What follows belongs to an exercise in optimizing a design on an open flow for small area, a short achievable clock period and few clock cycles; a production flow would make more cautious choices. No functional check of the RTL was part of any run shown here. No run shown here takes its clock network from TritonCTS; it comes from the design's own scripts or RTL. The clock port is modelled as an ideal driver, which makes a skipped or thinned clock tree look cheaper than it is; a real chip needs a root buffer or a tree. Power is estimated from default activity; no workload was simulated.

[config.mk]
export PLATFORM = sky130hd
export DESIGN_NAME = axi4_lite_slave_wrapper
export DESIGN_NICKNAME = axi4_lite_slave_wrapper
export VERILOG_FILES = /design/flow/design.v
export SDC_FILE = /design/flow/constraint.sdc
export NUM_CORES = 4
export LEC_CHECK = 0
export CAP_MARGIN = 20
export CORE_MARGIN = 2
export CORE_UTILIZATION = 40
export SETUP_SLACK_MARGIN = 1.55
export SLEW_MARGIN = 20
export SYNTH_HIERARCHICAL = 1
export TNS_END_PERCENT = 0
[standard.sh]
#!/bin/bash
# synth_recipe.tcl (not shown) runs the flow's synth.tcl, then flattens the netlist and writes it again
# the make line also repeats each setting of config.mk as NAME=value (left out here)
make -C /OpenROAD-flow-scripts/flow DESIGN_CONFIG=/design/flow/config.mk WORK_HOME=/design/flow/orfs CLKGATE_MAP_FILE= SYNTH_SCRIPT=/design/flow/synth_recipe.tcl "${@:-finish}"
[constraint.sdc]
create_clock -name core_clock -period 3.0 [get_ports {aclk}]
set_input_delay 0.6000 -clock core_clock [delete_from_list [all_inputs] [get_ports {aclk}]]
set_output_delay 0.6000 -clock core_clock [all_outputs]
set_load 0.01 [all_outputs]
[flow/cts_pre.tcl]
# Sourced by ORFS's cts.tcl (PRE_CTS_TCL) after the placed design is loaded.
# Builds a shallow, balanced clock tree by hand (see clock_tree.tcl): the
# clock port feeds FLOW_CTS_MIDS middle buffers, which feed
# FLOW_CTS_LEAVES leaf buffers placed at the centres of k-means clusters of
# the flip-flops. The clock_tree_synthesis call that follows becomes a no-op;
# the rest of cts.tcl (legalisation, timing repair) runs as usual.
source [file join [file dirname [info script]] clock_tree.tcl]
build_clock_tree3 aclk $::env(FLOW_CTS_MIDS) $::env(FLOW_CTS_MID) \
  $::env(FLOW_CTS_LEAVES) $::env(FLOW_CTS_LEAF)
rename clock_tree_synthesis __unused_clock_tree_synthesis
proc clock_tree_synthesis {args} {
  puts "clock tree built by flow/clock_tree.tcl"
  set_propagated_clock [all_clocks]
}
[design.v]
package axi_pkg;
  typedef enum logic [1:0] {
    RESP_OKAY   = 2'b00,
    RESP_EXOKAY = 2'b01,
    RESP_SLVERR = 2'b10,
    RESP_DECERR = 2'b11
  } axi_resp_t;
  localparam int NUM_REGS = 8;
  localparam logic [7:0] REG_CTRL_OFFSET     = 8'h00;
  localparam logic [7:0] REG_STATUS_OFFSET   = 8'h04;
  localparam logic [7:0] REG_DATA_TX_OFFSET  = 8'h08;
  localparam logic [7:0] REG_DATA_RX_OFFSET  = 8'h0C;
  localparam logic [7:0] REG_IRQ_EN_OFFSET   = 8'h10;
  localparam logic [7:0] REG_IRQ_STAT_OFFSET = 8'h14;
  localparam logic [7:0] REG_SCRATCH_OFFSET  = 8'h18;
  localparam logic [7:0] REG_VERSION_OFFSET  = 8'h1C;
  localparam int REG_CTRL     = 0;
  localparam int REG_STATUS   = 1;
  localparam int REG_DATA_TX  = 2;
  localparam int REG_DATA_RX  = 3;
  localparam int REG_IRQ_EN   = 4;
  localparam int REG_IRQ_STAT = 5;
  localparam int REG_SCRATCH  = 6;
  localparam int REG_VERSION  = 7;
  localparam logic [31:0] IP_VERSION = 32'h0001_0000;
endpackage
module axi4_lite_slave #(
  parameter int ADDR_WIDTH = 32,
  parameter int DATA_WIDTH = 32
)(
  input  logic                    aclk,
  input  logic                    aresetn,
  input  logic [ADDR_WIDTH-1:0]   awaddr,
  input  logic [2:0]              awprot,
  input  logic                    awvalid,
  output logic                    awready,
  input  logic [DATA_WIDTH-1:0]   wdata,
  input  logic [DATA_WIDTH/8-1:0] wstrb,
  input  logic                    wvalid,
  output logic                    wready,
  output logic [1:0]              bresp,
  output logic                    bvalid,
  input  logic                    bready,
  input  logic [ADDR_WIDTH-1:0]   araddr,
  input  logic [2:0]              arprot,
  input  logic                    arvalid,
  output logic                    arready,
  output logic [DATA_WIDTH-1:0]   rdata,
  output logic [1:0]              rresp,
  output logic                    rvalid,
  input  logic                    rready
);
  logic [31:0] reg_ctrl;
  logic [31:0] reg_data_tx;
  logic [31:0] reg_irq_en;
  logic [31:0] reg_scratch;
  logic       aw_v0, aw_v1;           
  logic [4:0] aw_e0, aw_e1;
  logic       aw_blk;                 
  logic       w_blk;                  
  logic [3:0] w_arm;                  
  logic       awready_q, wready_q;    
  logic       b_v, b_idle, b_err;     
  logic       bs_v, bs_err;           
  assign awready = awready_q;
  assign wready  = wready_q;
  assign bvalid  = b_v;
  assign bresp   = {b_err, 1'b0};
  wire aw_fire = awvalid & ~aw_blk;
  wire w_fire  = wvalid & ~w_blk;
  wire b_free  = b_idle | bready;     
  wire       aw_ok_in = (awaddr[31:5] == 27'd0);
  wire [4:0] aw_e_in  = {aw_ok_in,
                         aw_ok_in & (awaddr[4:2] == 3'd6),
                         aw_ok_in & (awaddr[4:2] == 3'd4),
                         aw_ok_in & (awaddr[4:2] == 3'd2),
                         aw_ok_in & (awaddr[4:2] == 3'd0)};
  logic [3:0][3:0] w_en;
  for (genvar r = 0; r < 4; r++) begin : g_wen_r
    for (genvar b = 0; b < 4; b++) begin : g_wen_b
      axi4_lite_and3 u_en (.a(w_arm[r]), .b(wstrb[b]), .late(wvalid), .y(w_en[r][b]));
    end
  end
  logic       aw_v0_d, aw_v1_d, bs_v_d, b_v_d, w_go_d;
  logic [4:0] aw_e0_d;
  logic [3:0] w_arm_d;
  wire [4:0] e0_fire = aw_v1 ? aw_e1 : aw_e_in;
  wire [4:0] e0_stay = aw_v0 ? aw_e0 : aw_e_in;
  wire       go_fire = (aw_v1 | aw_fire) & b_free;
  wire       go_stay = (aw_v0 | aw_fire) & (b_free | ~bs_v);
  for (genvar i = 0; i < 5; i++) begin : g_e0
    axi4_lite_mux2 u_e0 (.s(w_fire), .a1(e0_fire[i]), .a0(e0_stay[i]), .y(aw_e0_d[i]));
  end
  for (genvar i = 0; i < 4; i++) begin : g_arm
    axi4_lite_mux2 u_arm (.s(w_fire), .a1(go_fire & e0_fire[i]), .a0(go_stay & e0_stay[i]),
                          .y(w_arm_d[i]));
  end
  axi4_lite_mux2 u_go (.s(w_fire), .a1(go_fire), .a0(go_stay), .y(w_go_d));
  always_comb begin
    aw_v0_d = aw_v0;
    aw_v1_d = aw_v1;
    if (w_fire) begin
      aw_v0_d = aw_v1 | aw_fire;
      aw_v1_d = 1'b0;
    end else if (aw_fire) begin
      aw_v0_d = 1'b1;
      aw_v1_d = aw_v0;
    end
  end
  assign bs_v_d  = ~b_free & (bs_v | w_fire);
  assign b_v_d   = b_free ? (bs_v | w_fire) : 1'b1;
  always_ff @(posedge aclk or negedge aresetn) begin
    if (!aresetn) begin
      aw_v0     <= 1'b0;
      aw_v1     <= 1'b0;
      aw_blk    <= 1'b1;
      w_blk     <= 1'b1;
      w_arm     <= 4'd0;
      awready_q <= 1'b0;
      wready_q  <= 1'b0;
      b_v       <= 1'b0;
      b_idle    <= 1'b1;
      b_err     <= 1'b0;
      bs_v      <= 1'b0;
      bs_err    <= 1'b0;
    end else begin
      aw_v0     <= aw_v0_d;
      aw_v1     <= aw_v1_d;
      aw_blk    <= aw_v1_d;
      w_blk     <= ~w_go_d;
      w_arm     <= w_arm_d;
      awready_q <= ~aw_v1_d;
      wready_q  <= w_go_d;
      b_v       <= b_v_d;
      b_idle    <= ~b_v_d;
      bs_v      <= bs_v_d;
      if (b_free) b_err <= bs_v ? bs_err : ~aw_e0[4];
      if (~bs_v)  bs_err <= ~aw_e0[4];
    end
  end
  always_ff @(posedge aclk) begin
    aw_e0 <= aw_e0_d;
    if (~aw_v1) aw_e1 <= aw_e_in;
  end
  always_ff @(posedge aclk or negedge aresetn) begin
    if (!aresetn) begin
      reg_ctrl    <= '0;
      reg_data_tx <= '0;
      reg_irq_en  <= '0;
      reg_scratch <= '0;
    end else begin
      for (int b = 0; b < 4; b++) begin
        if (w_en[0][b]) reg_ctrl[b*8 +: 8]    <= wdata[b*8 +: 8];
        if (w_en[1][b]) reg_data_tx[b*8 +: 8] <= wdata[b*8 +: 8];
        if (w_en[2][b]) reg_irq_en[b*8 +: 8]  <= wdata[b*8 +: 8];
        if (w_en[3][b]) reg_scratch[b*8 +: 8] <= wdata[b*8 +: 8];
      end
    end
  end
  logic        ar_v0, ar_v1;          
  logic        ar_blk;                
  logic        arready_q;             
  logic [5:0]  ar_lo, ar_hi_n;
  logic        ar_ok1;
  logic [2:0]  ar_idx1;
  logic        r_v, r_idle, r_err;    
  logic [31:0] r_data;
  assign arready = arready_q;
  assign rvalid  = r_v;
  assign rdata   = r_data;
  assign rresp   = {r_err, 1'b0};
  wire ar_fire  = arvalid & ~ar_blk;
  wire r_load   = r_idle | rready;    
  wire ar_pop   = r_load & ar_v0;
  wire ar_ok_in = (araddr[31:5] == 27'd0);
  logic      sel_ok;
  axi4_lite_mux2 u_sel_ok (.s(ar_v1), .a1(ar_ok1), .a0(ar_ok_in), .y(sel_ok));
  wire [2:0] sel_idx = ar_v1 ? ar_idx1 : araddr[4:2];
  wire [5:0] lo_d = {~sel_ok,
                     sel_ok & (sel_idx == 3'd6),
                     sel_ok & (sel_idx == 3'd4),
                     sel_ok & (sel_idx[2:1] == 2'd1),
                     sel_ok & (sel_idx == 3'd1),
                     sel_ok & (sel_idx == 3'd0)};
  wire [5:0] hi_d = {~sel_ok,
                     sel_ok & (sel_idx == 3'd7),
                     sel_ok & (sel_idx == 3'd6),
                     sel_ok & (sel_idx == 3'd4),
                     sel_ok & (sel_idx[2:1] == 2'd1),
                     sel_ok & (sel_idx == 3'd0)};
  logic ar_v0_d, ar_v1_d;
  always_comb begin
    ar_v0_d = ar_v0;
    ar_v1_d = ar_v1;
    if (ar_pop) begin
      ar_v0_d = ar_v1 | ar_fire;
      ar_v1_d = 1'b0;
    end else if (ar_fire) begin
      ar_v0_d = 1'b1;
      ar_v1_d = ar_v0;
    end
  end
  always_ff @(posedge aclk or negedge aresetn) begin
    if (!aresetn) begin
      ar_v0     <= 1'b0;
      ar_v1     <= 1'b0;
      ar_blk    <= 1'b1;
      arready_q <= 1'b0;
      r_v       <= 1'b0;
      r_idle    <= 1'b1;
      r_err     <= 1'b0;
    end else begin
      ar_v0     <= ar_v0_d;
      ar_v1     <= ar_v1_d;
      ar_blk    <= ar_v1_d;
      arready_q <= ~ar_v1_d;
      if (r_load) begin
        r_v    <= ar_v0;
        r_idle <= ~ar_v0;
        r_err  <= ar_lo[5];
      end
    end
  end
  wire        r_hold = ~r_load;
  wire [5:0]  g_lo   = {6{r_load}} & ar_lo;
  wire [5:0]  g_hi   = {6{r_load}} & ~ar_hi_n;
  wire [31:0] lo_word = ({32{r_hold}}  & r_data)
                      | ({32{g_lo[0]}} & reg_ctrl)
                      | ({32{g_lo[1]}} & {31'd0, reg_ctrl[0]})
                      | ({32{g_lo[2]}} & reg_data_tx)
                      | ({32{g_lo[3]}} & reg_irq_en)
                      | ({32{g_lo[4]}} & reg_scratch)
                      | ({32{g_lo[5]}} & 32'hDEADBEEF);
  wire [31:0] hi_word = ({32{r_hold}}  & r_data)
                      | ({32{g_hi[0]}} & reg_ctrl)
                      | ({32{g_hi[1]}} & reg_data_tx)
                      | ({32{g_hi[2]}} & reg_irq_en)
                      | ({32{g_hi[3]}} & reg_scratch)
                      | ({32{g_hi[4]}} & axi_pkg::IP_VERSION)
                      | ({32{g_hi[5]}} & 32'hDEADBEEF);
  always_ff @(posedge aclk) begin
    if (ar_pop | ~ar_v0) begin
      ar_lo   <= lo_d;
      ar_hi_n <= ~hi_d;
    end
    if (~ar_v1) begin
      ar_ok1  <= ar_ok_in;
      ar_idx1 <= araddr[4:2];
    end
    r_data <= {hi_word[31:16], lo_word[15:0]};
  end
endmodule
module axi4_lite_and3 (
  input  logic a,
  input  logic b,
  input  logic late,
  output logic y
);
  assign y = a & b & late;
endmodule
module axi4_lite_mux2 (
  input  logic s,
  input  logic a1,
  input  logic a0,
  output logic y
);
  assign y = s ? a1 : a0;
endmodule
module axi4_lite_slave_wrapper #(
  parameter int ADDR_WIDTH = 32,
  parameter int DATA_WIDTH = 32
)(
  input  logic                      aclk,
  input  logic                      aresetn,
  input  logic [ADDR_WIDTH-1:0]     s_axi_awaddr,
  input  logic [2:0]                s_axi_awprot,
  input  logic                      s_axi_awvalid,
  output logic                      s_axi_awready,
  input  logic [DATA_WIDTH-1:0]     s_axi_wdata,
  input  logic [DATA_WIDTH/8-1:0]   s_axi_wstrb,
  input  logic                      s_axi_wvalid,
  output logic                      s_axi_wready,
  output logic [1:0]                s_axi_bresp,
  output logic                      s_axi_bvalid,
  input  logic                      s_axi_bready,
  input  logic [ADDR_WIDTH-1:0]     s_axi_araddr,
  input  logic [2:0]                s_axi_arprot,
  input  logic                      s_axi_arvalid,
  output logic                      s_axi_arready,
  output logic [DATA_WIDTH-1:0]     s_axi_rdata,
  output logic [1:0]                s_axi_rresp,
  output logic                      s_axi_rvalid,
  input  logic                      s_axi_rready
);
  axi4_lite_slave #(
    .ADDR_WIDTH (ADDR_WIDTH),
    .DATA_WIDTH (DATA_WIDTH)
  ) u_slave (
    .aclk    (aclk),           .aresetn (aresetn),
    .awaddr  (s_axi_awaddr),   .awprot  (s_axi_awprot),
    .awvalid (s_axi_awvalid),  .awready (s_axi_awready),
    .wdata   (s_axi_wdata),    .wstrb   (s_axi_wstrb),
    .wvalid  (s_axi_wvalid),   .wready  (s_axi_wready),
    .bresp   (s_axi_bresp),    .bvalid  (s_axi_bvalid),
    .bready  (s_axi_bready),
    .araddr  (s_axi_araddr),   .arprot  (s_axi_arprot),
    .arvalid (s_axi_arvalid),  .arready (s_axi_arready),
    .rdata   (s_axi_rdata),    .rresp   (s_axi_rresp),
    .rvalid  (s_axi_rvalid),   .rready  (s_axi_rready)
  );
endmodule
[flow/clock_tree.tcl]
# Build a two-level clock tree by hand: K leaf buffers at the centroids of a
# k-means clustering of the clock sinks, fed directly by the clock port (K<=4)
# or through a root buffer.
proc kmeans {pts K} {
  set n [llength $pts]
  set order [lsort -real -index 0 $pts]
  set cent {}
  for {set k 0} {$k < $K} {incr k} {
    lappend cent [lindex $order [expr {int(($k + 0.5) * $n / $K)}]]
  }
  for {set iter 0} {$iter < 50} {incr iter} {
    set asg {}
    foreach p $pts {
      set best 0; set bd 1e30
      for {set k 0} {$k < $K} {incr k} {
        set c [lindex $cent $k]
        set d [expr {abs([lindex $p 0]-[lindex $c 0]) + abs([lindex $p 1]-[lindex $c 1])}]
        if {$d < $bd} { set bd $d; set best $k }
      }
      lappend asg $best
    }
    set sx {}; set sy {}; set cnt {}
    for {set k 0} {$k < $K} {incr k} { lappend sx 0.0; lappend sy 0.0; lappend cnt 0 }
    foreach p $pts a $asg {
      lset sx $a [expr {[lindex $sx $a] + [lindex $p 0]}]
      lset sy $a [expr {[lindex $sy $a] + [lindex $p 1]}]
      lset cnt $a [expr {[lindex $cnt $a] + 1}]
    }
    set new {}
    for {set k 0} {$k < $K} {incr k} {
      if {[lindex $cnt $k] > 0} {
        lappend new [list [expr {[lindex $sx $k]/[lindex $cnt $k]}] [expr {[lindex $sy $k]/[lindex $cnt $k]}]]
      } else { lappend new [lindex $cent $k] }
    }
    set cent $new
  }
  return [list $cent $asg $cnt]
}

proc build_clock_tree {clk_port K leaf_master root_master} {
  set db [ord::get_db]
  set block [ord::get_db_block]
  set net [[$block findBTerm $clk_port] getNet]
  set sinks {}
  foreach it [$net getITerms] {
    if {[$it isInputSignal]} { lappend sinks $it }
  }
  set pts {}
  foreach it $sinks {
    set bb [[$it getInst] getBBox]
    lappend pts [list [expr {([$bb xMin]+[$bb xMax])/2.0}] [expr {([$bb yMin]+[$bb yMax])/2.0}]]
  }
  set n [llength $pts]
  # k-means, seeded along the x axis after sorting
  set order [lsort -real -index 0 $pts]
  set cent {}
  for {set k 0} {$k < $K} {incr k} {
    lappend cent [lindex $order [expr {int(($k + 0.5) * $n / $K)}]]
  }
  for {set iter 0} {$iter < 50} {incr iter} {
    set asg {}
    foreach p $pts {
      set best 0; set bd 1e30
      for {set k 0} {$k < $K} {incr k} {
        set c [lindex $cent $k]
        set d [expr {abs([lindex $p 0]-[lindex $c 0]) + abs([lindex $p 1]-[lindex $c 1])}]
        if {$d < $bd} { set bd $d; set best $k }
      }
      lappend asg $best
    }
    set sx {}; set sy {}; set cnt {}
    for {set k 0} {$k < $K} {incr k} { lappend sx 0.0; lappend sy 0.0; lappend cnt 0 }
    foreach p $pts a $asg {
      lset sx $a [expr {[lindex $sx $a] + [lindex $p 0]}]
      lset sy $a [expr {[lindex $sy $a] + [lindex $p 1]}]
      lset cnt $a [expr {[lindex $cnt $a] + 1}]
    }
    set new {}
    for {set k 0} {$k < $K} {incr k} {
      if {[lindex $cnt $k] > 0} {
        lappend new [list [expr {[lindex $sx $k]/[lindex $cnt $k]}] [expr {[lindex $sy $k]/[lindex $cnt $k]}]]
      } else { lappend new [lindex $cent $k] }
    }
    set cent $new
  }
  puts "clock tree: $n sinks, cluster sizes $cnt"
  set lm [$db findMaster $leaf_master]
  set feed $net
  if {$root_master ne ""} {
    set rm [$db findMaster $root_master]
    set root [odb::dbInst_create $block $rm "cts_root"]
    set cx 0.0; set cy 0.0
    foreach c $cent { set cx [expr {$cx + [lindex $c 0]}]; set cy [expr {$cy + [lindex $c 1]}] }
    $root setLocation [expr {int($cx/$K)}] [expr {int($cy/$K)}]
    $root setPlacementStatus PLACED
    [$root findITerm A] connect $net
    set feed [odb::dbNet_create $block "clknet_root"]
    $feed setSigType CLOCK
    [$root findITerm X] connect $feed
  }
  for {set k 0} {$k < $K} {incr k} {
    set b [odb::dbInst_create $block $lm "cts_leaf_$k"]
    set c [lindex $cent $k]
    $b setLocation [expr {int([lindex $c 0])}] [expr {int([lindex $c 1])}]
    $b setPlacementStatus PLACED
    [$b findITerm A] connect $feed
    set ln [odb::dbNet_create $block "clknet_leaf_$k"]
    $ln setSigType CLOCK
    [$b findITerm X] connect $ln
    set leafnet($k) $ln
  }
  foreach it $sinks a $asg {
    $it disconnect
    $it connect $leafnet($a)
  }
  $net setSigType CLOCK
}

# Port -> M middle buffers -> K leaf buffers -> sinks (M <= 4: the port feeds them directly).
proc build_clock_tree3 {clk_port M mid_master K leaf_master} {
  set db [ord::get_db]
  set block [ord::get_db_block]
  set net [[$block findBTerm $clk_port] getNet]
  set sinks {}
  foreach it [$net getITerms] { if {[$it isInputSignal]} { lappend sinks $it } }
  set pts {}
  foreach it $sinks {
    set bb [[$it getInst] getBBox]
    lappend pts [list [expr {([$bb xMin]+[$bb xMax])/2.0}] [expr {([$bb yMin]+[$bb yMax])/2.0}]]
  }
  lassign [kmeans $pts $K] lcent lasg lcnt
  # the leaves go to the M middle buffers in equal groups: sorted by x into
  # columns, each column sorted by y
  set cols [expr {$M >= 4 ? 2 : 1}]
  set per [expr {$K / $M}]
  set idx {}
  for {set k 0} {$k < $K} {incr k} { lappend idx [list $k {*}[lindex $lcent $k]] }
  set idx [lsort -real -index 1 $idx]
  set masg [lrepeat $K 0]
  set g 0
  set colsize [expr {$K / $cols}]
  for {set c 0} {$c < $cols} {incr c} {
    set col [lsort -real -index 2 [lrange $idx [expr {$c * $colsize}] [expr {($c + 1) * $colsize - 1}]]]
    for {set i 0} {$i < [llength $col]} {incr i} {
      lset masg [lindex $col $i 0] [expr {$g + $i / $per}]
    }
    incr g [expr {$colsize / $per}]
  }
  set mcent {}; set mcnt {}
  for {set m 0} {$m < $M} {incr m} {
    set sx 0.0; set sy 0.0; set n 0
    for {set k 0} {$k < $K} {incr k} {
      if {[lindex $masg $k] == $m} {
        set sx [expr {$sx + [lindex $lcent $k 0]}]; set sy [expr {$sy + [lindex $lcent $k 1]}]; incr n
      }
    }
    lappend mcent [list [expr {$sx / $n}] [expr {$sy / $n}]]
    lappend mcnt $n
  }
  puts "clock tree: [llength $sinks] sinks, leaf clusters $lcnt, middle groups $mcnt"
  set mm [$db findMaster $mid_master]
  set lm [$db findMaster $leaf_master]
  for {set m 0} {$m < $M} {incr m} {
    set b [odb::dbInst_create $block $mm "cts_mid_$m"]
    set c [lindex $mcent $m]
    $b setLocation [expr {int([lindex $c 0])}] [expr {int([lindex $c 1])}]
    $b setPlacementStatus PLACED
    [$b findITerm A] connect $net
    set mn [odb::dbNet_create $block "clknet_mid_$m"]
    $mn setSigType CLOCK
    [$b findITerm X] connect $mn
    set midnet($m) $mn
  }
  for {set k 0} {$k < $K} {incr k} {
    set b [odb::dbInst_create $block $lm "cts_leaf_$k"]
    set c [lindex $lcent $k]
    $b setLocation [expr {int([lindex $c 0])}] [expr {int([lindex $c 1])}]
    $b setPlacementStatus PLACED
    [$b findITerm A] connect $midnet([lindex $masg $k])
    set ln [odb::dbNet_create $block "clknet_leaf_$k"]
    $ln setSigType CLOCK
    [$b findITerm X] connect $ln
    set leafnet($k) $ln
  }
  foreach it $sinks a $lasg {
    $it disconnect
    $it connect $leafnet($a)
  }
  $net setSigType CLOCK
}
[flow/run.sh]
#!/bin/bash
# Standard ORFS layout, with buf_1 port buffers, resizing not tied to cell
# footprints, a hand-built clock tree (port -> 4 -> 16 buffers) (flow/cts_pre.tcl) and
# buf_2 output-port buffers (flow/cts_post.tcl).
set -euo pipefail
cd "$(dirname "$0")/.."
export FLOW_CTS_LEAVES=16
export FLOW_CTS_LEAF=sky130_fd_sc_hd__clkbuf_8
export FLOW_CTS_MIDS=4
export FLOW_CTS_MID=sky130_fd_sc_hd__clkbuf_8
bash standard.sh \
  "BUFFER_PORTS_ARGS=-buffer_cell sky130_fd_sc_hd__buf_1" \
  MATCH_CELL_FOOTPRINT=0 \
  "PRE_CTS_TCL=$(pwd)/flow/cts_pre.tcl" \
  "POST_CTS_TCL=$(pwd)/flow/cts_post.tcl" \
  finish > flow_orfs.log 2>&1
[flow/cts_post.tcl]
# Sourced by ORFS's cts.tcl (POST_CTS_TCL) after its timing repair: the
# buffers that drive the output ports get a buf_2 in place of a buf_1, then
# the placement is legalised again.
set my_n 0
foreach p [all_outputs] {
  foreach drv [get_pins -quiet -of_objects [get_nets [get_name $p]] -filter "direction==output"] {
    set inst [get_cells -of_objects $drv]
    if {[get_property $inst ref_name] eq "sky130_fd_sc_hd__buf_1"} {
      replace_cell $inst [get_lib_cells */sky130_fd_sc_hd__buf_2]
      incr my_n
    }
  }
}
puts "cts_post.tcl: upsized $my_n output buffers"
detailed_placement
estimate_parasitics -placement
==> reports/results.tsv, run 1 <==
stage	metric	value	unit
global_routing	GRT Total Usage	0.172	
power	switching share of power	0.304	
setup_path	CP Launch Type	input pin	
floorplan	core area	21000	sq um
floorplan	Die Wd	150	um
setup_path	CP peak stage delay	0.53	ns
detailed_routing	vias per inst	5.33	
power	Tot Pwr	6390	uW
yosys	synthesized flop and latch total	208	
sta	unrepaired setup endpoints after global routing	yes	
flow_run	max_cap viols	0	
clock_tree	clock latency (worst-skew pair)	0.33	ns
placed_design	# port buffers	141	
layout	Fill cells	2015	
power	Leak	0.00426	uW
setup_path	worst reg2reg setup slack	1.28	ns
sta	worst slew pin tran	0.818	ns
sta	f_max	559	MHz
run_status	status	finished clean	
yosys	Seq/Total Area, Yosys	0.595	
floorplan	die height	150	um
layout	proportion of layout cells with a drive suffix above 1	0.246	
setup_path	CP Data Arrival Time	2.03	ns
detailed_routing	remaining antenna violation count	0	
power	net switching power figure	1940	uW
detailed_routing	DRT Pass-1 Iters	5	
power	P_int	4450	uW
sta	Final Hold Viols	0	
layout	synth-to-layout area growth	13.7	%
setup_path	critical path capture point type	register	
setup_path	critical path's slowest cell	or4_4	
power	maximum vdd drop	360	uV
global_routing	number of global-route vias before repair	5831	
detailed_routing	initial drt markers	356	
sta	final setup fails	0	
worst_hold_path	min-delay worst type	in2async	
yosys	Yosys warnings	7	
power	Logic pwr share	0.188	
detailed_routing	DRC	0	
setup_path	CP Cell Sequence	buf_1 > or4_4 > nor2_4 > nand4_1 > o21ai_1 > mux2_4	
yosys	Avg Inst Size Synth	11.6	sq um
yosys	synthesized area	8490	sq um
placed_design	detailed placer's ending HPWL	12800	um
floorplan	Rows	53	
setup_path	critical path type	in2reg	
sta	Final min period	1.79	ns
setup_path	R2R Path Start	u_slave.ar_hi_n[0]	
detailed_routing	wire per inst	17.4	um
setup_path	maximum fanout along the worst path	4	
setup_path	R2R cell count	3	
sta	Slew headroom	0.455	
setup_path	buffer and inverter count on the worst path	1	
detailed_routing	vias	6014	
setup_path	WP data required	3.24	ns
layout	final core utilization	0.460	
global_routing	initial antenna violation count	1	
floorplan	Total Die Area	22400	sq um
global_routing	GR Overflow Total	0	
clock_tree	clk slew on worst S/H paths	0.10	ns
sta	Slew Limit Fails	0	
global_routing	largest net degree at the start of global routing	75	
sta	period utilisation layout	0.596	
layout	Final nets	967	
placed_design	gpl congestion	0.822	
placed_design	Post-Place Cells	1107	
yosys	Syn Inst Count	732	
layout	non-filler instance count after layout	1128	
detailed_routing	Routed Wire Length	19600	um
power	Power per Cell Area	663	nW/um^2
floorplan	io pins	154	
setup_path	r2r endpoint	u_slave.r_data[23]	
power	Clk pwr share	0.226	
setup_path	Crit path max-delay family	simple AND/OR/NAND/NOR gates	
power	sequential share of power	0.586	
sta	Clock Skews	0.0384	ns
floorplan	Starting Density	0.405	
yosys	Unique masters post-synth	42	
sta	setup TNS	0	ns
global_routing	first-pass GRT wire length	31300	um
## power groups by stage
stage,Sequential [uW],Combinational [uW],Clock [uW]
2_1_floorplan,3640,771,0
3_3_place_gp,3790,1130,0
3_5_place_dp,3800,1150,0
5_1_grt,3810,1350,1600
6_report,3740,1200,1450
## worst register-to-register path, cell delays in order (launching register included)
cell      delay [ns]
edfxtp_1        0.56
clkinv_1        0.42
a221oi_1        0.44
a31oi_1         0.14
## per-stage QoR
stage	worst slack (ns)	area [sq um]	hold slack (ns)
after global placement	0.719	9250	0.457
after floorplan	1.10	8490	0.304
after detailed placement	0.720	9250	0.462
final	1.21	9650	0.290
after global routing	1.16	9650	0.314
## layout make-up
cell class / instances / area (sq um) / area share
antenna: 1 / 2.50 / 0.000259
buffer: 20 / 275 / 0.0285
inverter: 51 / 191 / 0.0198
multi-input combinational: 427 / 3130 / 0.324
sequential: 208 / 5050 / 0.524
tap: 275 / 344 / 0.0357
timing repair buffer: 146 / 657 / 0.0681
## flip-flops by register name, indices dropped and copies added, names as in the netlist, 3 cells and up
register             cells
u_slave.r_data          32
u_slave.reg_ctrl        32
u_slave.reg_data_tx     32
u_slave.reg_irq_en      32
u_slave.reg_scratch     32
u_slave.ar_hi_n          6
u_slave.ar_lo            6
u_slave.aw_e0            5
u_slave.aw_e1            5
u_slave.w_arm            4
u_slave.ar_idx1          3
## cells in the mapped netlist, drive strengths merged
library cell	count	area share
dfrtp	145	0.43
mux2	107	0.15
nand2	58	0.026
inv	50	0.022
o21ai	47	0.028
dfxtp	45	0.11
nor2	44	0.020
clkbuf	41	0.018
a31oi	25	0.018
o22ai	22	0.016
a21oi	18	0.011
and3	16	0.012
a221oi	15	0.015
edfxtp	13	0.046
a222oi	12	0.014
nand3	11	0.0065
nor4	10	0.0074
a22oi	8	0.0071
buf	6	0.0044
dfstp	5	0.015
nand4	5	0.0055
mux2i	4	0.0047
nor2b	4	0.0029
nor3	3	0.0018
or2	3	0.0022
nand2b	2	0.0015
o31ai	2	0.0018
or4	2	0.0027
a211o	1	0.0010
a41oi	1	0.0010
and4	1	0.0010
clkinv	1	0.00044
conb	1	0.00044
nor3b	1	0.00088
o2111ai	1	0.0010
o32a	1	0.0012
o41ai	1	0.0019
## modules after synthesis (local to each module, per instance), excerpt
module	flip-flops and latches	cells	area [sq um]
axi4_lite_mux2	0	1	15.0
axi4_lite_and3	0	1	6.26
## cells in the final DEF, fill, tap and decap left out, types with 3 or more instances in the layout
| cell | netlist | final |
|---|---|---|
| a31oi_1 | 25 | 25 |
| dfrtp_1 | 145 | 145 |
| clkbuf_8 | 0 | 20 |
| o21ai_1 | 2 | 4 |
| a222oi_1 | 12 | 12 |
| edfxtp_1 | 13 | 13 |
| nand4_1 | 4 | 4 |
| nor2b_1 | 4 | 3 |
| buf_12 | 0 | 3 |
| o22ai_1 | 22 | 22 |
| dfxtp_1 | 45 | 45 |
| nor2_1 | 43 | 41 |
| o21ai_0 | 45 | 40 |
| buf_1 | 2 | 101 |
| nor4_1 | 10 | 8 |
| inv_1 | 50 | 50 |
| mux2i_1 | 4 | 4 |
| nor3_1 | 3 | 3 |
| mux2_4 | 11 | 11 |
| mux2_2 | 96 | 96 |
| a22oi_1 | 8 | 8 |
| buf_2 | 0 | 39 |
| nand3_1 | 11 | 11 |
| nand2_1 | 58 | 58 |
| a21oi_1 | 18 | 18 |
| and3_2 | 0 | 14 |
| a221oi_1 | 15 | 15 |
| dfstp_2 | 5 | 5 |
## cells by family after synthesis
kind of cell / Yosys count / share of synthesized area
other cells: 1 / 0.000442
buf+inv: 98 / 0.0451
flops: 208 / 0.595
compound gates: 154 / 0.118
simple gates: 160 / 0.0901
mux: 111 / 0.152
## worst max path at each step
stage                          start                to  slack [ns]  cells past startpoint
finish              s_axi_awaddr[24]  u_slave.aw_e0[2]        1.21                      6
global route        s_axi_awaddr[27]  u_slave.aw_e0[1]        1.16                      5
detailed placement      s_axi_bready  u_slave.w_arm[0]        0.72                      8
global placement       s_axi_awvalid  u_slave.w_arm[3]        0.72                      7
floorplan           s_axi_awaddr[24]  u_slave.w_arm[1]        1.10                      5
## routing by layer
metal / vias to the layer above / part of all wire / GRT usage
li1: 2842 / - / -
met1: 2988 / 0.46 / 0.249
met2: 157 / 0.46 / 0.281
met3: 27 / 0.056 / 0.0235
met4: 0 / 0.019 / 0.0325
met5: - / 0 / 0
==> run 2, diff against run 1 <==
==> flow/run.sh (replaced) <==
#!/bin/bash
# Standard ORFS layout, with buf_1 port buffers, resizing not tied to cell
# footprints, a hand-built clock tree (port -> 4 -> 16 buffers) (flow/cts_pre.tcl).
set -euo pipefail
cd "$(dirname "$0")/.."
export FLOW_CTS_LEAVES=16
export FLOW_CTS_LEAF=sky130_fd_sc_hd__clkbuf_8
export FLOW_CTS_MIDS=4
export FLOW_CTS_MID=sky130_fd_sc_hd__clkbuf_8
bash standard.sh \
  "BUFFER_PORTS_ARGS=-buffer_cell sky130_fd_sc_hd__buf_1" \
  MATCH_CELL_FOOTPRINT=0 \
  "PRE_CTS_TCL=$(pwd)/flow/cts_pre.tcl" \
  finish > flow_orfs.log 2>&1
removed: flow/cts_post.tcl
==> run 2 against run 1 <==
  * Critical endpoint unchanged
  * Still clean
  * Sequential cell count unchanged
  * Power decreased by 0.68%
  * Global-route usage about the same
  * Sequential share of layout area increased by 0.27 points
  * Worst hold slack got worse by 0.0019 ns
==> reports/results.tsv, run 2 <==
stage	metric	value	unit	change
yosys	Avg Inst Size Synth	11.6	sq um	unchanged
yosys	main combinational cell family by area after synthesis	multiplexers		
setup_path	CP Cell Sequence	buf_1 > or4_4 > nor2_4 > nand4_1 > o21ai_1 > mux2_4		
sta	post-route setup slack	1.22	ns	+0.00707 ns
clock_tree	clock latency (worst-skew pair)	0.33	ns	about the same
setup_path	CP Data Arrival Time	2.02	ns	about the same
yosys	Unique masters post-synth	42		unchanged
setup_path	maximum fanout along the worst path	4		unchanged
sta	setup TNS	0	ns	unchanged
global_routing	GRT Total Usage	0.172		about the same
yosys	main area contributors after synthesis	dfrtp_1 43%, mux2_2 13%, dfxtp_1 11%		
placed_design	# port buffers	141		unchanged
detailed_routing	DRC	0		unchanged
floorplan	die height	150	um	unchanged
yosys	most common cell in the netlist	dfrtp_1		
detailed_routing	remaining antenna violation count	0		unchanged
yosys	most used flip-flop cell after synthesis	dfrtp_1		
yosys	Synth async-reset ratio	0.721		unchanged
run_status	status	finished clean		
power	net switching power figure	1950	uW	+0.39%
yosys	Adder-Cell Fraction of Synth Area	0		unchanged
sta	Slew headroom	0.474		+0.0195
clock_tree	clk slew on worst S/H paths	0.10	ns	about the same
power	switching share of power	0.307		+0.00328
placed_design	Post-Place Cells	1107		unchanged
sta	f_max	562	MHz	+0.40%
detailed_routing	Routed Wire Length	19600	um	-0.22%
clock_tree	post-CTS setup repair buffer count	0		
setup_path	critical path type	in2reg		
layout	proportion of layout cells with a drive suffix above 1	0.201		-0.0458
floorplan	Rows	53		unchanged
placed_design	gpl congestion	0.822		unchanged
detailed_routing	wire per inst	17.4	um	-0.22%
power	Leak	0.00418	uW	-1.9%
yosys	post-synthesis simple-gate area fraction	0.0901		unchanged
sta	unrepaired setup endpoints after global routing	yes		
global_routing	largest net degree at the start of global routing	75		unchanged
yosys	Compound-Gate Fraction of Synth Area	0.118		unchanged
global_routing	first-pass GRT wire length	31300	um	about the same
power	maximum vdd drop	360	uV	about the same
setup_path	CP peak stage delay	0.53	ns	about the same
layout	final core utilization	0.458		-0.00233
power	P_int	4400	uW	-1.2%
yosys	Yosys warnings	7		unchanged
sta	Final Hold Viols	0		unchanged
sta	Clock Skews	0.0379	ns	-0.000455 ns
layout	Final Instance Area	9600	sq um	-0.51%
sta	final setup fails	0		unchanged
layout	commonest non-fill, non-tap cell in the layout	dfrtp_1		
global_routing	number of global-route vias before repair	5826		-0.086%
setup_path	CP Launch Type	input pin		
floorplan	Total Die Area	22400	sq um	unchanged
placed_design	Placement Setup Slack	0.720	ns	unchanged
power	sequential share of power	0.590		+0.004
detailed_routing	vias per inst	5.33		about the same
yosys	Seq/Total Area, Yosys	0.595		unchanged
floorplan	Starting Density	0.405		unchanged
sta	Final min period	1.78	ns	-0.00707 ns
yosys	Synth Area in XOR/XNOR	0		unchanged
power	Logic pwr share	0.181		-0.007
placed_design	detailed placer's ending HPWL	12800	um	unchanged
detailed_routing	initial drt markers	341		-4.2%
yosys	Syn Inst Count	732		unchanged
floorplan	io pins	154		unchanged
yosys	area leader, netlist	dfrtp_1		
setup_path	WP data required	3.24	ns	about the same
global_routing	initial antenna violation count	1		unchanged
layout	non-filler instance count after layout	1128		unchanged
floorplan	core area	21000	sq um	unchanged
layout	synth-to-layout area growth	13.1	%	
setup_path	critical path's slowest cell	or4_4		
sta	worst slew pin tran	0.789	ns	-0.0293 ns
global_routing	GR Overflow Total	0		unchanged
yosys	synthesized flop and latch total	208		unchanged
detailed_routing	vias	6015		+0.017%
setup_path	critical path capture point type	register		
floorplan	Die Wd	150	um	unchanged
power	Clk pwr share	0.229		+0.003
layout	commonest non-fill, non-tap cells in the layout	145 x dfrtp_1, 140 x buf_1, 96 x mux2_2, 58 x nand2_1, 50 x inv_1		
yosys	mux contribution to synthesized area	0.152		unchanged
detailed_routing	DRT Pass-1 Iters	5		unchanged
placed_design	Post-Place Cell Area	9250	sq um	unchanged
flow_run	max_cap viols	0		unchanged
power	Power per Cell Area	661	nW/um^2	-0.18%
yosys	post-synth top area share	0.428		unchanged
worst_hold_path	min-delay worst type	in2async		
sta	period utilisation layout	0.593		-0.00236
yosys	synthesized area	8490	sq um	unchanged
yosys	EDFF count, synth	13		unchanged
layout	Final nets	967		unchanged
sta	Slew Limit Fails	0		unchanged
yosys	most frequent cells after synthesis	145 x dfrtp_1, 96 x mux2_2, 58 x nand2_1		
[run 2: cell counts after synthesis]
No cell type changed its count.
[run 2: power groups by stage]
stage	sequential, uW	combinational (uW)	clock [uW]
floorplan	3640	771	0
detailed placement	3800	1150	0
CTS	3750	1160	1490
finish	3750	1150	1450
global route	3820	1300	1600
global placement	3790	1130	0
[run 2: per-module statistics from Yosys (local to each module, per instance), a selection]
module / times used / cell area (sq um) / cells
axi4_lite_mux2: 11 / 15.0 / 1
axi4_lite_and3: 16 / 6.26 / 1
[run 2: cells by family (layout without fill, tap and decap cells)]
logic type / Yosys count / in the layout
flops: 208 / 208
simple gates: 160 / 160
compound gates: 154 / 154
mux: 111 / 111
buf+inv: 98 / 217
other cells: 1 / 3
[run 2: routing by layer]
layer	vias up	part of all wire	GRT usage
li1	2840	-	-
met1	2986	0.46	0.249
met2	162	0.46	0.280
met3	27	0.056	0.0235
met4	0	0.019	0.0325
met5	-	0	0
[run 2: final cells by class]
class,count,area (sq um)
timing repair buffer,146,608
antenna,1,2.50
inverter,51,191
sequential,208,5050
multi-input combinational,427,3130
fill,2019,11400
tap,275,344
buffer,20,275
[run 2: metrics by stage]
step | total power (uW) | hold slack, ns
floorplan | 4420 | 0.304
global placement | 4920 | 0.457
detailed placement | 4940 | 0.462
CTS | 6400 | 0.301
global route | 6720 | 0.314
finish | 6350 | 0.288
[run 2: final timing paths]
path | to | depth (start not counted) | slack, ns | startpoint
max in group asynchronous | u_slave.b_idle | 2 | 1.87 | aresetn
min in group core_clock | u_slave.r_err | 2 | 0.47 | u_slave.r_err
hold / removal | u_slave.reg_irq_en[20] | 1 | 0.29 | aresetn
hold reg to reg | u_slave.r_err | 2 | 0.47 | u_slave.r_err
setup / recovery | u_slave.aw_e0[2] | 6 | 1.22 | s_axi_awaddr[24]
setup reg to reg | u_slave.r_data[23] | 3 | 1.26 | u_slave.ar_hi_n[0]
[run 2: timing repair]
action | in CTS | in global routing
gates resized for setup | 23 | 8
endpoints found under the setup margin | 198 | 229
pin swaps | 0 | 2
hold buffers | 0 | 0
[run 2: worst max-delay path: cells and delay by family]
kind / cells / cell delay, ns
multiplexers: 1 / 0.17
buffers and inverters: 1 / 0.07
AND/OR/NAND/NOR: 3 / 0.92
AO/OA/AOI/OAI: 1 / 0.25

[static timing again, ports no longer ideal]
No port has a modelled driver above. Below, the same layouts with a new extraction and two added sets of constraints.
Step 1: set_driving_cell puts a clkbuf_16 on aclk and a buf_2 on each other input, an assumption about the parent block.
Step 2 adds t to the input delays and takes it off the output delays; t is the mean of the earliest and latest rising clock arrival at the registers after step 1. Input paths then give back, and output paths get back, about the clock's delay inside the block.
Three values: ideal ports, drivers, drivers and shift; two values: the first two.
run | shift t [ns] | slack for setup (ns) | worst hold slack (ns) | worst setup path at the end
run 1 | 0.384 | 1.212 / 1.269 / 0.885 | 0.290 / 0.239 / 0.467 | input to register
run 2 | 0.384 | 1.220 / 1.263 / 0.892 | 0.288 / 0.237 / 0.471 | input to register
After both steps every run listed still meets setup and hold. For run 2, which loses most, drivers alone change the setup slack by +0.043 ns; drivers and shift together by -0.328 ns.
